Source: an optimization exercise on an open RTL-to-GDS flow (aim: small area). Production flows keep margins and buffers that such runs may drop. The RTL was checked by simulation tests, not by an equivalence proof against the original design. Power is estimated from default activity; no workload was simulated.

Setup of old:
==> flow/design.v (excerpt) <==
module  Greedy_snake(
        input                   clk                     ,
        input                   rst_n                   ,
        input                   IRDA_RXD                ,
        output  wire            VGA_SYNC_N              ,
        output  wire            VGA_BLANK_N             ,
        output  wire            VGA_HS                  ,
        output  wire            VGA_VS                  ,
        output  wire  [ 7: 0]   VGA_R                   ,
        output  wire  [ 7: 0]   VGA_G                   ,
        output  wire  [ 7: 0]   VGA_B                   ,
        output  wire  [ 6: 0]   HEX0                    ,
        output  wire  [ 6: 0]   HEX1
);
reg     [ 9: 0]     hc;
reg     [ 9: 0]     vc;
wire                end_h = (hc == 10'd800);
wire                end_v = (vc == 10'd537);
always @(posedge clk or negedge rst_n) begin
    if (!rst_n)
        hc <= 10'd1;
    else if (end_h)
        hc <= 10'd1;
    else
        hc <= hc + 1'b1;
end
always @(posedge clk or negedge rst_n) begin
    if (!rst_n)
        vc <= 10'd13;
    else if (end_h) begin
        if (end_v)
            vc <= 10'd13;
        else
            vc <= vc + 1'b1;
    end
end
localparam  IR_IDLE = 2'd0, IR_C9 = 2'd1, IR_C45 = 2'd2, IR_DATA = 2'd3;
reg     [ 3: 0]     ir_din_r;
reg     [ 1: 0]     ir_st;
reg     [18: 0]     cnt_clk;
reg     [ 4: 0]     cnt_data;
reg     [ 7: 0]     ir_data;
reg                 ir_vld;
wire    ir_h2l  = !ir_din_r[2] &&  ir_din_r[3];
wire    ir_l2h  =  ir_din_r[2] && !ir_din_r[3];
wire    ir_edge = ir_din_r[2] ^ ir_din_r[3];
wire    ok_9ms    = (cnt_clk >= 19'd406) && (cnt_clk <= 19'd619);
wire    ok_4_5ms  = (cnt_clk >= 19'd191) && (cnt_clk <= 19'd347);
wire    ok_560us  = (cnt_clk >= 19'd25)  && (cnt_clk <= 19'd44);
wire    ok_1690us = (cnt_clk >= 19'd94)  && (cnt_clk <= 19'd112);
wire    in_data   = (ir_st == IR_DATA);
wire    add_data  = in_data && ir_h2l;
wire    bad_data  = in_data && ((ir_l2h && !ok_560us) || (ir_h2l && !ok_560us && !ok_1690us));
wire    last_bit  = add_data && (cnt_data == 5'd31);
always @(posedge clk or negedge rst_n) begin
    if (!rst_n)
        ir_din_r <= 4'd0;
    else
        ir_din_r <= {ir_din_r[2:0], IRDA_RXD};
end
always @(posedge clk or negedge rst_n) begin
    if (!rst_n)
        cnt_clk <= 19'd0;
  ...
Size in the first run: about 2000 cells after synthesis, about 190 flip-flops, ~16000 sq um of cells after synthesis.
export LEC_CHECK = 0
export ABC_AREA = 1
export CAP_MARGIN = 20
export CORE_MARGIN = 2
export CORE_UTILIZATION = 40
export GPL_TIMING_DRIVEN = 0
export SLEW_MARGIN = 20
export SYNTH_MEMORY_MAX_BITS = 16384
create_clock -name core_clock -period 40.0 [get_ports {clk}]
standard.sh (not shown) runs the stock make flow with config.mk's settings and CLKGATE_MAP_FILE= SYNTH_SCRIPT=/design/flow/synth_recipe.tcl, a recipe that flattens the netlist after the stock synthesis.
==> flow/flow/run.sh <==
#!/bin/bash
# Own layout flow: the standard flow (standard.sh), with
#  - clock tree synthesis without dummy loads, with larger sink clusters;
#  - the smallest buffer on the ports.
# Each ORFS step writes its full log under orfs/logs/; make's own output goes
# to make_synth.log and make_finish.log here.
set -euo pipefail
W=$PWD
rm -rf "$W/scripts_mod"
cp -r "$FLOW_HOME/scripts" "$W/scripts_mod"
cp "$W/flow/abc_area.script" "$W/scripts_mod/abc_area.script"
export SCRIPTS_DIR="$W/scripts_mod"
export CTS_ARGS="-sink_clustering_enable -repair_clock_nets -dont_use_dummy_load -sink_clustering_size 12 -sink_clustering_max_diameter 50 -buf_list {sky130_fd_sc_hd__clkbuf_4 sky130_fd_sc_hd__clkbuf_8}"
export BUFFER_PORTS_ARGS="-inputs -outputs -buffer_cell sky130_fd_sc_hd__buf_1"
bash standard.sh synth > "$W/make_synth.log" 2>&1
bash standard.sh > "$W/make_finish.log" 2>&1
==> flow/flow/abc_area.script <==
strash
&get -n
&deepsyn -T 300
&dch -f
&nf -p -R 1000 -F 16 -A 8 -C 32
&put
topo
> inputs changed (old -> new)
Settings: SLEW_MARGIN changed from 20 to 10; CAP_MARGIN changed from 20 to 10.
--- outcome ---
Relative to old, number of vias after detailed routing has decreased by 176 in new. As far as sequential share of layout area is concerned, new and old perform about the same.

* * *

Greedy_snake, a different RTL version from the one above (not shown whole).
Size: ~2000 cells after synthesis, ~45 I/O pins, about 16000 um^2 of cells after synthesis.
export LEC_CHECK = 0
export ABC_AREA = 1
export CAP_MARGIN = 10
export CORE_MARGIN = 2
export CORE_UTILIZATION = 50
export GPL_TIMING_DRIVEN = 0
export SLEW_MARGIN = 10
export SYNTH_MEMORY_MAX_BITS = 16384
create_clock -name core_clock -period 40.0 [get_ports {clk}]
==> flow/flow/abc_area.script <==
strash
&get -n
&deepsyn -T 1500
&dch -f
&nf -p -R 1000 -F 16 -A 8 -C 32
&put
topo
Scripts as last shown in full above: flow/flow/run.sh
The first run ran to the end with no violations.
Edit:
==> flow/flow/abc_area.script (replaced) <==
strash
&get -n
&deepsyn -T 900
&dch -f
&nf -p -R 1000 -F 16 -A 8 -C 32
&put
topo
The changed run completed without violations.
Fmax does not change.
Via count is unchanged.
Routed wire length stays the same.
Global-route usage is unchanged.
Final cell count stays the same.
Non-clock buffer count stays the same.
Synthesized cell count stays the same.
Clock power is about the same.
Hold slack stays the same.

* * *

the previous run:
Greedy_snake, a different RTL version from the one above (not shown whole).
Size: roughly 2,700 cells after synthesis, roughly 190 flip-flops, roughly 45 I/O pins, about 18,000 µm² of cells after synthesis.
Design Greedy_snake, start of the top module:
module  Greedy_snake(
        input                   clk                     ,
        input                   rst_n                   ,
        input                   IRDA_RXD                ,
        output  wire            VGA_SYNC_N              ,
        output  wire            VGA_BLANK_N             ,
        output  wire            VGA_HS                  ,
        output  wire            VGA_VS                  ,
        output  wire  [ 7: 0]   VGA_R                   ,
        output  wire  [ 7: 0]   VGA_G                   ,
        output  wire  [ 7: 0]   VGA_B                   ,
        output  wire  [ 6: 0]   HEX0                    ,
        output  wire  [ 6: 0]   HEX1
);
clock: 40.0 ns
lec_check: 0
abc_area: 1
cap_margin: 20
core_margin: 2
core_utilization: 40
gpl_timing_driven: 0
slew_margin: 20
synth_memory_max_bits: 16384
==> flow/flow/run.sh <==
#!/bin/bash
# Own layout flow: the standard flow (standard.sh), with
#  - clock tree synthesis without dummy loads, with larger sink clusters;
#  - the smallest buffer on the ports.
# Each ORFS step writes its full log under orfs/logs/; make's own output goes
# to make_synth.log and make_finish.log here.
set -euo pipefail
W=$PWD
rm -rf "$W/scripts_mod"
cp -r "$FLOW_HOME/scripts" "$W/scripts_mod"
cp "$W/flow/abc_area.script" "$W/scripts_mod/abc_area.script"
export SCRIPTS_DIR="$W/scripts_mod"
export CTS_ARGS="-sink_clustering_enable -repair_clock_nets -dont_use_dummy_load -sink_clustering_size 16 -sink_clustering_max_diameter 60 -buf_list {sky130_fd_sc_hd__clkbuf_8 sky130_fd_sc_hd__clkbuf_16}"
export BUFFER_PORTS_ARGS="-inputs -outputs -buffer_cell sky130_fd_sc_hd__buf_1"
bash standard.sh synth > "$W/make_synth.log" 2>&1
bash standard.sh > "$W/make_finish.log" 2>&1
==> flow/flow/abc_area.script <==
strash
&get -n
&deepsyn -T 120
&put
dch -f
map -a
topo
The previous run has completed all stages; timing, DRC and antenna checks passed.
Relative to the previous run, the following input files were edited for the current run:
-- flow/flow/run.sh --
<<< the previous run, line 12
export SCRIPTS_DIR="$W/scripts_mod"
export CTS_ARGS="-sink_clustering_enable -repair_clock_nets -dont_use_dummy_load -sink_clustering_size 16 -sink_clustering_max_diameter 60 -buf_list {sky130_fd_sc_hd__clkbuf_8 sky130_fd_sc_hd__clkbuf_16}"
export BUFFER_PORTS_ARGS="-inputs -outputs -buffer_cell sky130_fd_sc_hd__buf_1"
>>> the current run, line 12
export SCRIPTS_DIR="$W/scripts_mod"
export CTS_ARGS="-sink_clustering_enable -repair_clock_nets -dont_use_dummy_load -sink_clustering_size 12 -sink_clustering_max_diameter 50 -buf_list {sky130_fd_sc_hd__clkbuf_4 sky130_fd_sc_hd__clkbuf_8}"
export BUFFER_PORTS_ARGS="-inputs -outputs -buffer_cell sky130_fd_sc_hd__buf_1"
Findings:
What the previous run reported for power has to be multiplied by 0.884 to get the figure for the current run. ~same number of vias in the routed layout in the current run and the previous run. Final critical-path required period (the current run over the previous run): increase, 75 ps. In the metrics for the current run and the previous run, the one carrying the lower sequential cell area share is the previous run. Comparing the current run against the previous run, there is no change at all in floorplan die area. Share of the clock period used by the worst path: the current run > the previous run. Routed wire length delta (the current run -> the previous run): insignificant. Share of the final layout cell area in multi-input gates was lower in the previous run than in the current run. Comparing the previous run against the current run, there is no change at all in number of primary I/O pins.

* * *

## JK
Greedy_snake, a different RTL version from the one above (not shown whole).
Size in the first run: roughly 190 flip-flops, roughly 16000 um^2 of cells after synthesis.
export LEC_CHECK = 0
export ABC_AREA = 1
export CAP_MARGIN = 10
export CORE_MARGIN = 2
export CORE_UTILIZATION = 50
export GPL_TIMING_DRIVEN = 0
export SLEW_MARGIN = 10
export SYNTH_MEMORY_MAX_BITS = 16384
create_clock -name core_clock -period 40.0 [get_ports {clk}]
==> flow/flow/run.sh <==
#!/bin/bash
# Own layout flow: the standard flow (standard.sh), with
#  - clock tree synthesis without dummy loads, with larger sink clusters;
#  - the smallest buffer on the ports.
# Each ORFS step writes its full log under orfs/logs/; make's own output goes
# to make_synth.log and make_finish.log here.
set -euo pipefail
W=$PWD
rm -rf "$W/scripts_mod"
cp -r "$FLOW_HOME/scripts" "$W/scripts_mod"
cp "$W/flow/abc_area.script" "$W/scripts_mod/abc_area.script"
export SCRIPTS_DIR="$W/scripts_mod"
export CTS_ARGS="-sink_clustering_enable -repair_clock_nets -dont_use_dummy_load -sink_clustering_size 12 -sink_clustering_max_diameter 50 -buf_list {sky130_fd_sc_hd__clkbuf_4 sky130_fd_sc_hd__clkbuf_8}"
export BUFFER_PORTS_ARGS="-inputs -outputs -buffer_cell sky130_fd_sc_hd__buf_1"
bash standard.sh synth > "$W/make_synth.log" 2>&1
bash standard.sh > "$W/make_finish.log" 2>&1
==> flow/flow/abc_area.script <==
strash
&get -n
&deepsyn -T 900
&dch -f
&nf -p -R 1000 -F 16 -A 8 -C 32
&put
topo
The following lists how MS was set up differently from JK:
==> flow/flow/abc_area.script <==
strash
&get -n
&deepsyn -T 1200
&dch -f
&nf -p -R 1000 -F 16 -A 8 -C 32
&put
topo
==> comparison <==
- Diff JK..MS | total power after layout | unchanged
- Comparing JK with MS, the count of instances resized after the clock tree is built came out essentially unchanged.
- For wire length, MS and JK come out practically identical.
- | final net count | MS vs JK | ≈ equal |
- Per the comparison of MS with JK, via count normalized by instance count about even; violation count after the first detailed-route iteration closely matched the old numbers; via count shows no meaningful change; largest stage delay on the critical path level.
- Compared JK against MS; clock transition at the registers of the reported paths within noise.
- From MS to JK, layout filler cell count did not move at all.

-- port drivers added, routing unchanged --
Ports are ideal in the flow. The routed layouts listed here were re-timed in OpenROAD. Step 1, drivers: a clkbuf_16 drives clk and a buf_2 each remaining input, both assumed. Step 2 moves the port delays by t, midway between the first and last clock arrival at a register: inputs arrive t later, outputs are due t later. That takes back most of the time a late clock gives input paths. a / b / c = ideal ports / drivers / drivers and shift; a / b = the first two.
run | t (ns) | slack for setup (ns) | pins driven straight from the clock port
old | 0.593 | 30.014 / 29.960 / 30.552 | 1
new | 0.579 | 30.028 / 29.979 / 30.557 | 1
the first run of note 2 | 0.545 | 27.379 / 27.379 / 27.379 | 1
the second run of note 2 | 0.545 | 27.379 / 27.379 / 27.379 | 1
the previous run | 0.527 | 30.039 / 29.984 / 30.511 | 1
the current run | 0.596 | 29.965 / 29.905 / 30.501 | 1
JK | 0.519 | 28.577 / 28.577 / 28.577 | 1
MS | 0.519 | 28.577 / 28.577 / 28.577 | 1
After both steps every run listed still meets setup and hold.
